What follows belongs to an exercise in optimizing a design on an open flow for small area, a short achievable clock period and few clock cycles per item; a production flow would make more cautious choices. Power is estimated from default activity; no workload was simulated.

Setup of run P:
==> flow/design.v <==
`timescale 1ns / 1ps
module decimal_to_bcd #(
    parameter INPUT_WIDTH = 14,
    parameter DECIMAL_DIGITS = 4
)(
    input wire clk_i,
    input wire rst_i,
    input wire start_i,
    input wire [INPUT_WIDTH-1 : 0] binary_i,
    output reg [DECIMAL_DIGITS*4-1 : 0] bcd_o,
    output reg done_o
);
function [3:0] add3;
    input [3:0] d;
    begin
        add3[3] = d[3] | (d[2] & (d[1] | d[0]));
        add3[2] = (d[3] & d[0]) | (d[2] & ~d[1] & ~d[0]);
        add3[1] = (d[1] & (~d[2] | d[0])) | (d[3] & ~d[0]);
        add3[0] = (~d[3] & ~d[2] & d[0]) | (d[2] & d[1] & ~d[0]) | (d[3] & ~d[0]);
    end
endfunction
function [20:0] front;
    input [13:0] b;
    reg [29:0] sr;
    integer i, d;
    begin
        sr = {16'd0, b};
        for (i = 0; i < 9; i = i + 1) begin
            for (d = 0; d < 4; d = d + 1)
                sr[14 + d*4 +: 4] = add3(sr[14 + d*4 +: 4]);
            sr = sr << 1;
        end
        front = sr[29:9];
    end
endfunction
function [15:0] back;
    input [20:0] s;
    reg [29:0] sr;
    integer i, d;
    begin
        sr = {s, 9'd0};
        for (i = 9; i < 14; i = i + 1) begin
            for (d = 0; d < 4; d = d + 1)
                if (i > 8)
                    sr[14 + d*4 +: 4] = add3(sr[14 + d*4 +: 4]);
            sr = sr << 1;
        end
        back = sr[29:14];
    end
endfunction
wire [20:0] front_w = front(binary_i);
reg  [15:0] mid;
always @(posedge clk_i) begin
    mid <= front_w[15:0];
end
always @(posedge clk_i or posedge rst_i) begin
    if (rst_i) done_o <= 1'b0;
    else       done_o <= start_i;
end
always @(*) begin
    bcd_o = back({{(21-16){1'b0}}, mid});
end
endmodule
clock: 10.0 ns
lec_check: 0
abc_area: 1
cap_margin: 20
core_margin: 2
core_utilization: 40
slew_margin: 20
standard.sh (not shown) runs the stock make flow with config.mk's settings and CLKGATE_MAP_FILE= SYNTH_SCRIPT=/design/flow/synth_recipe.tcl, a recipe that flattens the netlist after the stock synthesis.
==> flow/flow/run.sh <==
#!/bin/bash
# Own layout flow: the standard layout (standard.sh) with
#  - synthesis run through ORFS's own synth script, but with the ABC area
#    script replaced by flow/abc_area.script (combinational mapping only;
#    registers and their names are the standard synthesis's),
#  - the port buffers made from a fast small buffer instead of the default,
set -euo pipefail
W=$(pwd)
BUF=${BUF:-sky130_fd_sc_hd__buf_1}
MARGIN=${MARGIN:-0}
CTS="-sink_clustering_enable -repair_clock_nets -dont_use_dummy_load -sink_clustering_size 30 -sink_clustering_max_diameter 200"
rm -rf "$W/scripts_mod"
cp -r "$FLOW_HOME/scripts" "$W/scripts_mod"
cp "$W/flow/abc_area.script" "$W/scripts_mod/abc_area.script"
bash standard.sh SCRIPTS_DIR="$W/scripts_mod" ABC_AREA=1 synth > "$W/synth.log" 2>&1
bash standard.sh "BUFFER_PORTS_ARGS=-buffer_cell $BUF" "CTS_ARGS=$CTS" SETUP_SLACK_MARGIN=$MARGIN finish > "$W/layout.log" 2>&1
==> flow/flow/abc_area.script <==
strash
dch
map -B 0.9
topo
buffer -c
upsize -c
dnsize -c
> inputs changed (run P -> run M)
==> flow/design.v, changed modules only <==
module decimal_to_bcd #(
    parameter INPUT_WIDTH = 14,
    parameter DECIMAL_DIGITS = 4
)(
    input wire clk_i,
    input wire rst_i,
    input wire start_i,
    input wire [INPUT_WIDTH-1 : 0] binary_i,
    output reg [DECIMAL_DIGITS*4-1 : 0] bcd_o,
    output reg done_o
);
function [3:0] add3;
    input [3:0] d;
    begin
        add3[3] = d[3] | (d[2] & (d[1] | d[0]));
        add3[2] = (d[3] & d[0]) | (d[2] & ~d[1] & ~d[0]);
        add3[1] = (d[1] & (~d[2] | d[0])) | (d[3] & ~d[0]);
        add3[0] = (~d[3] & ~d[2] & d[0]) | (d[2] & d[1] & ~d[0]) | (d[3] & ~d[0]);
    end
endfunction
function [18:0] front;
    input [13:0] b;
    reg [29:0] sr;
    integer i, d;
    begin
        sr = {16'd0, b};
        for (i = 0; i < 11; i = i + 1) begin
            for (d = 0; d < 4; d = d + 1)
                sr[14 + d*4 +: 4] = add3(sr[14 + d*4 +: 4]);
            sr = sr << 1;
        end
        front = sr[29:11];
    end
endfunction
function [15:0] back;
    input [18:0] s;
    reg [29:0] sr;
    integer i, d;
    begin
        sr = {s, 11'd0};
        for (i = 11; i < 14; i = i + 1) begin
            for (d = 0; d < 4; d = d + 1)
                sr[14 + d*4 +: 4] = add3(sr[14 + d*4 +: 4]);
            sr = sr << 1;
        end
        back = sr[29:14];
    end
endfunction
wire [18:0] front_w = front(binary_i);
reg  [16:0] mid;
always @(posedge clk_i) begin
    mid <= front_w[16:0];
end
always @(posedge clk_i or posedge rst_i) begin
    if (rst_i) done_o <= 1'b0;
    else       done_o <= start_i;
end
always @(*) begin
    bcd_o = back({{(19-17){1'b0}}, mid});
end
endmodule
==> comparison <==
- Delta (run M minus run P): sequential share of the synthesized area rose by 0.97 points, last weighted congestion value of the routability-driven placer increased by about 10% relative to the old numbers, relative max-transition margin climbed 0.26 points.
- Run P → run M: average vias per placed instance neither gained nor lost much; power share of the combinational group lost 5.4 points.
- Diff run M and run P: total power higher in run P
- Flip-flop and latch count: higher on run M
No functional check of the RTL was part of any run of this note.

what the ideal ports hide:
No port has a modelled driver above. Below, the same layouts with a new extraction and two added sets of constraints. Step 1: set_driving_cell puts a clkbuf_16 on clk_i and a buf_2 on each other input, an assumption about the parent block. Step 2 also shifts input and output timing later by t, the mid clock arrival at the registers, as if the neighbouring blocks saw the same clock. Three values: ideal, step 1, step 2; two values: the first two.
| run | t, ns | slack for setup (ns) | hold WS [ns] | worst setup path after step 2 | slew at the worst register clock pin (ns) |
|---|---|---|---|---|---|
| run P | 0.269 | 5.772 / 5.748 / 6.016 | 1.546 / 1.542 / 1.811 | register to output | 0.06 / 0.06 |
| run M | 0.268 | 5.993 / 5.994 / 5.727 | 1.550 / 1.548 / 1.815 | input to register | 0.06 / 0.06 |
After both steps setup and hold are still met in every run listed. The setup slack of run M, which loses most, moves by +0.001 ns with the drivers and by -0.266 ns with both steps.
